Source: an optimization exercise on an open RTL-to-GDS flow (aim: small area). Production flows keep margins and buffers that such runs may drop.
Where RTL was checked, it was by simulation tests only, not by an equivalence proof against the original.

Setup of v25:
Design dsp, start of the top module:
module dsp(
           rst,
           clk,
           i_enable_tx,
           i_enable_rx,
           i_enable_ber,
           i_phase,
           o_error_count_r,
           o_error_count_i,
           o_bit_count_r,
           o_bit_count_i,
           o_tx,
           o_rx,
           o_led
           );
    input rst;
    input clk;
    input i_enable_tx;
    input i_enable_rx;
    input i_enable_ber;
    input [1:0] i_phase;
    output [63:0] o_error_count_r;
    output [63:0] o_error_count_i;
    output [63:0] o_bit_count_r;
    output [63:0] o_bit_count_i;
    output [15:0] o_tx;
    output [15:0] o_rx;
    output [3:0] o_led;
    wire prbs_out_r;
    wire [7:0] tx_out_r;
    wire [7:0] rx_out_r;
    wire rx_bit_out_r;
    wire prbs_out_i;
    wire [7:0] tx_out_i;
    wire [7:0] rx_out_i;
    wire rx_bit_out_i;
    wire [63:0] bit_count;
    reg [4:0] clk_counter;      
    reg [1:0] phase;
    reg ber_rst;
    reg enable_tx;
    reg enable_rx;
    reg [1:0] tx_cs;        
    reg tx_started;         
    reg [1:0] rx_cc;        
    wire valid = (clk_counter[1:0] == 2'd1);
    assign o_led[0] = enable_tx;
    assign o_led[1] = enable_rx;
    assign o_led[2] = 1'b0;
    assign o_led[3] = ~((|o_error_count_r) | (|o_error_count_i));
    assign o_tx = {tx_out_r, tx_out_i};
    assign o_rx = {rx_out_r, rx_out_i};
    assign o_bit_count_r = bit_count;
    assign o_bit_count_i = bit_count;
    always @(posedge clk or negedge rst) begin
        if (!rst) begin
            clk_counter <= 5'd0;
            phase <= 2'd0;
            ber_rst <= 1'b0;
            enable_tx <= 1'b0;
            enable_rx <= 1'b0;
            tx_cs <= 2'd0;
            tx_started <= 1'b0;
            rx_cc <= 2'd0;
        end
        else begin
            clk_counter <= clk_counter + 5'd1;
            phase <= i_phase;
            enable_tx <= i_enable_tx;
            enable_rx <= i_enable_rx;
            ber_rst <= !((i_phase != phase) || (!enable_rx && i_enable_rx));
            if (enable_tx) begin
                tx_cs <= tx_cs + 2'd1;
                tx_started <= 1'b1;
            end
  ...
For scale: roughly 300 I/O pins, roughly 93000 um2 of cells after synthesis.
export LEC_CHECK = 0
export CAP_MARGIN = 20
export CORE_MARGIN = 2
export CORE_UTILIZATION = 55
export SLEW_MARGIN = 20
export SYNTH_HIERARCHICAL = 1
create_clock -name core_clock -period 8.0 [get_ports {clk}]
standard.sh (not shown) runs the stock make flow with config.mk's settings and CLKGATE_MAP_FILE= SYNTH_SCRIPT=/design/flow/synth_recipe.tcl, a recipe that flattens the netlist after the stock synthesis.
==> flow/flow/run.sh <==
#!/bin/bash
# Layout: the standard ORFS flow (standard.sh), with two changes to how
# the layout is built: the clock tree uses sink clusters of up to 24
# flip-flops and no dummy loads, and the port buffers are the smallest
# buffer cell.  Every tool's output stays in orfs/logs; make's own output
# goes to flow_make.log in this folder.
set -euo pipefail
export CTS_ARGS="-sink_clustering_enable -repair_clock_nets -sink_clustering_size 24 -sink_clustering_max_diameter 50 -buf_list {sky130_fd_sc_hd__clkbuf_16 sky130_fd_sc_hd__clkbuf_8} -dont_use_dummy_load"
export BUFFER_PORTS_ARGS="-buffer_cell sky130_fd_sc_hd__buf_1"
bash standard.sh > flow_make.log 2>&1
The inputs of v56 differ from those of v25 as listed below.
- putting CTS_CLUSTER_SIZE at 16 where nothing was set
- putting CTS_CLUSTER_DIAMETER at 40 where nothing was set
- putting CTS_BUF_LIST at sky130_fd_sc_hd__clkbuf_8 where nothing was set
==> flow/run.sh (new file) <==
#!/bin/bash
# synth_recipe.tcl (not shown) runs the flow's synth.tcl, then flattens the netlist and writes it again
# the make line also repeats each setting of config.mk as NAME=value (left out here)
make -C /OpenROAD-flow-scripts/flow DESIGN_CONFIG=/design/flow/config.mk WORK_HOME=/design/flow/orfs CLKGATE_MAP_FILE= SYNTH_SCRIPT=/design/flow/synth_recipe.tcl finish
removed: flow/flow/run.sh
removed: flow/standard.sh
Results
- Global-route met1 utilization: v56 vs v25, no meaningful difference
- Of the two candidates, v25 has the better final area and v56 the worse one.
- Instance area at placement came out higher on v56 than on v25.
- Between v25 and v56, proportion of cell area spent on the clock network is lower for v25, v56 comes in above that.
- v56 finished every step from synthesis to the final layout, and the layout passed the timing, design-rule and antenna checks.
Input changes introduced in v46 (baseline for comparison: v56):
- CTS_BUF_LIST no longer set, was sky130_fd_sc_hd__clkbuf_8
- CTS_CLUSTER_DIAMETER no longer set, was 40
- CTS_CLUSTER_SIZE no longer set, was 16
==> flow/flow/run.sh (new file) <==
#!/bin/bash
# Layout: the standard ORFS flow (standard.sh), with two changes to how
# the layout is built: the clock tree uses sink clusters of up to 16
# flip-flops and no dummy loads, and the port buffers are the smallest
# buffer cell.  Every tool's output stays in orfs/logs; make's own output
# goes to flow_make.log in this folder.
set -euo pipefail
export CTS_ARGS="-sink_clustering_enable -repair_clock_nets -sink_clustering_size 16 -sink_clustering_max_diameter 40 -buf_list {sky130_fd_sc_hd__clkbuf_8} -dont_use_dummy_load"
export BUFFER_PORTS_ARGS="-buffer_cell sky130_fd_sc_hd__buf_1"
bash standard.sh > flow_make.log 2>&1
==> flow/standard.sh (new file) <==
#!/bin/bash
# synth_recipe.tcl (not shown) runs the flow's synth.tcl, then flattens the netlist and writes it again
# the make line also repeats each setting of config.mk as NAME=value (left out here)
make -C /OpenROAD-flow-scripts/flow DESIGN_CONFIG=/design/flow/config.mk WORK_HOME=/design/flow/orfs CLKGATE_MAP_FILE= SYNTH_SCRIPT=/design/flow/synth_recipe.tcl "${@:-finish}"
removed: flow/run.sh
==> comparison <==
- Global-route wire length before repair delta for v46 relative to v56: about 1.8% lower
- v46 ends up with lower area of all placed cells without fillers than v56 does.
- Sequential share of layout area came out higher on v46 than on v56.
No functional check of the RTL was part of any run of this note.

========
## lane 1
dsp, a different RTL version from the one above (not shown whole).
Size: about 5800 cells after synthesis, ~300 I/O pins, roughly 91000 µm² of cells after synthesis.
==> flow/config.mk <==
export PLATFORM = sky130hd
export DESIGN_NAME = dsp
export DESIGN_NICKNAME = dsp
export VERILOG_FILES = /design/flow/design.v
export SDC_FILE = /design/flow/constraint.sdc
export NUM_CORES = 4
export LEC_CHECK = 0
export CAP_MARGIN = 20
export CORE_MARGIN = 2
export CORE_UTILIZATION = 75
export SLEW_MARGIN = 20
export SYNTH_HIERARCHICAL = 1
==> flow/constraint.sdc <==
create_clock -name core_clock -period 8.0 [get_ports {clk}]
set_input_delay 1.6000 -clock core_clock [delete_from_list [all_inputs] [get_ports {clk}]]
set_output_delay 1.6000 -clock core_clock [all_outputs]
set_load 0.01 [all_outputs]
==> flow/flow/run.sh <==
#!/bin/bash
# Layout: the standard ORFS flow (standard.sh), with two changes to how
# the layout is built: the clock tree uses sink clusters of up to 18
# flip-flops and no dummy loads, and the port buffers are the smallest
# buffer cell.  Every tool's output stays in orfs/logs; make's own output
# goes to flow_make.log in this folder.
set -euo pipefail
export CTS_ARGS="-sink_clustering_enable -repair_clock_nets -sink_clustering_size 18 -sink_clustering_max_diameter 50 -buf_list {sky130_fd_sc_hd__clkbuf_8} -dont_use_dummy_load"
export BUFFER_PORTS_ARGS="-buffer_cell sky130_fd_sc_hd__buf_1"
bash standard.sh > flow_make.log 2>&1
The flow did not stop early for lane 1: all stages ran, and the layout cleared the timing, design-rule and antenna checks.
What lane 2 does differently from lane 1 at the input level:
- CORE_UTILIZATION now 55, was 75
==> run summary <==
When lane 2 is set beside lane 1, its worst slew slack as a fraction of its limit turns out to be 0.28 points smaller. Lower worst slack on hold paths goes to lane 2 over lane 1. Compared with lane 1, the detailed router inserted fewer vias in lane 2. Lane 2 was carried through to the last stage, and its layout satisfied the timing, design-rule and antenna checks. Lane 2 ends up with higher slack of the critical path than lane 1 does. Higher met3 track utilization from global routing goes to lane 1 over lane 2. Comparing lane 2 and lane 1, the lower signed area change from the synthesized netlist to the final layout was measured on lane 1. Run comparison: lane 2 launch point of the worst path rx_r.xl[48]$_DFFE_PN0P_; lane 1 launch point of the worst path rx_i.xl[64]$_DFFE_PN0P_.
## Diff of input files: lane 3 against lane 2
- CORE_UTILIZATION: 55 -> 68
==> flow/flow/run.sh <==
#!/bin/bash
# Layout: the standard ORFS flow (standard.sh), with two changes to how
# the layout is built: the clock tree uses sink clusters of up to 20
# flip-flops and no dummy loads, and the port buffers are the smallest
# buffer cell.  Every tool's output stays in orfs/logs; make's own output
# goes to flow_make.log in this folder.
set -euo pipefail
export CTS_ARGS="-sink_clustering_enable -repair_clock_nets -sink_clustering_size 20 -sink_clustering_max_diameter 50 -buf_list {sky130_fd_sc_hd__clkbuf_8} -dont_use_dummy_load"
export BUFFER_PORTS_ARGS="-buffer_cell sky130_fd_sc_hd__buf_1"
bash standard.sh > flow_make.log 2>&1
Results
On clock-buffer cell count, the lower figure sits with lane 3, not lane 2.
Comparing data arrival at the endpoint of the critical path for lane 2 and lane 3, the smaller number came from lane 3.
Lane 3 against lane 2: setup slack on the worst flop-to-flop path saw an increase, setup slack went up, final cell count has decreased, routed wire length fell 1.5%.
In lane 3, the part of the cycle the worst path needs came out 0.21 points below the value in lane 2.
When the final numbers for lane 2 and lane 3 were put side by side, the critical path depth turned out to be greater in lane 2.
Number of global-route vias before repair (higher): lane 3
Number of non-clock buffers in the layout (higher): lane 2
## Diff of input files: lane 4 against lane 3
==> flow/flow/run.sh <==
#!/bin/bash
# Layout: the standard ORFS flow (standard.sh), with two changes to how
# the layout is built: the clock tree uses sink clusters of up to 18
# flip-flops and no dummy loads, and the port buffers are the smallest
# buffer cell.  Every tool's output stays in orfs/logs; make's own output
# goes to flow_make.log in this folder.
set -euo pipefail
export CTS_ARGS="-sink_clustering_enable -repair_clock_nets -sink_clustering_size 18 -sink_clustering_max_diameter 50 -buf_list {sky130_fd_sc_hd__clkbuf_8} -dont_use_dummy_load"
export BUFFER_PORTS_ARGS="-buffer_cell sky130_fd_sc_hd__buf_1"
bash standard.sh > flow_make.log 2>&1
### Flow results
Status: fraction of the core area covered by cells at the end of the flow parity (lane 4, lane 3). Per the comparison of lane 4 with lane 3, register-to-register slack now sits at about the same level, area added between synthesis and finish now sits at about the same level, CTS clock-pin slew for the worst setup and hold paths now sits at about the same level, cell area now sits at about the same level.

## afterwards: timing with drivers on the ports
The results above use ideal ports. As a check the final layouts listed here were re-extracted and re-timed, cells and wires unchanged. Step 1: set_driving_cell puts a clkbuf_16 on clk and a buf_2 on each other input, an assumption about the parent block. Step 2 moves the port delays by t, midway between the first and last clock arrival at a register: inputs arrive t later, outputs are due t later. That takes back most of the time a late clock gives input paths. Three values: ideal ports, drivers, drivers and shift; two values: the first two.
run | t, ns | slack for setup (ns) | hold WS [ns]
v25 | 0.866 | 0.472 / 0.472 / 0.472 | 0.209 / 0.209 / 0.209
v56 | 1.067 | 0.440 / 0.440 / 0.440 | 0.219 / 0.219 / 0.219
v46 | 1.054 | 0.477 / 0.477 / 0.477 | 0.172 / 0.172 / 0.172
lane 1 | 0.986 | 0.228 / 0.228 / 0.228 | 0.266 / 0.266 / 0.266
lane 2 | 0.991 | 0.311 / 0.311 / 0.311 | 0.184 / 0.184 / 0.184
lane 3 | 0.960 | 0.328 / 0.328 / 0.328 | 0.269 / 0.269 / 0.269
lane 4 | 0.965 | 0.334 / 0.334 / 0.334 | 0.257 / 0.257 / 0.257
After both steps every run listed still meets setup and hold.
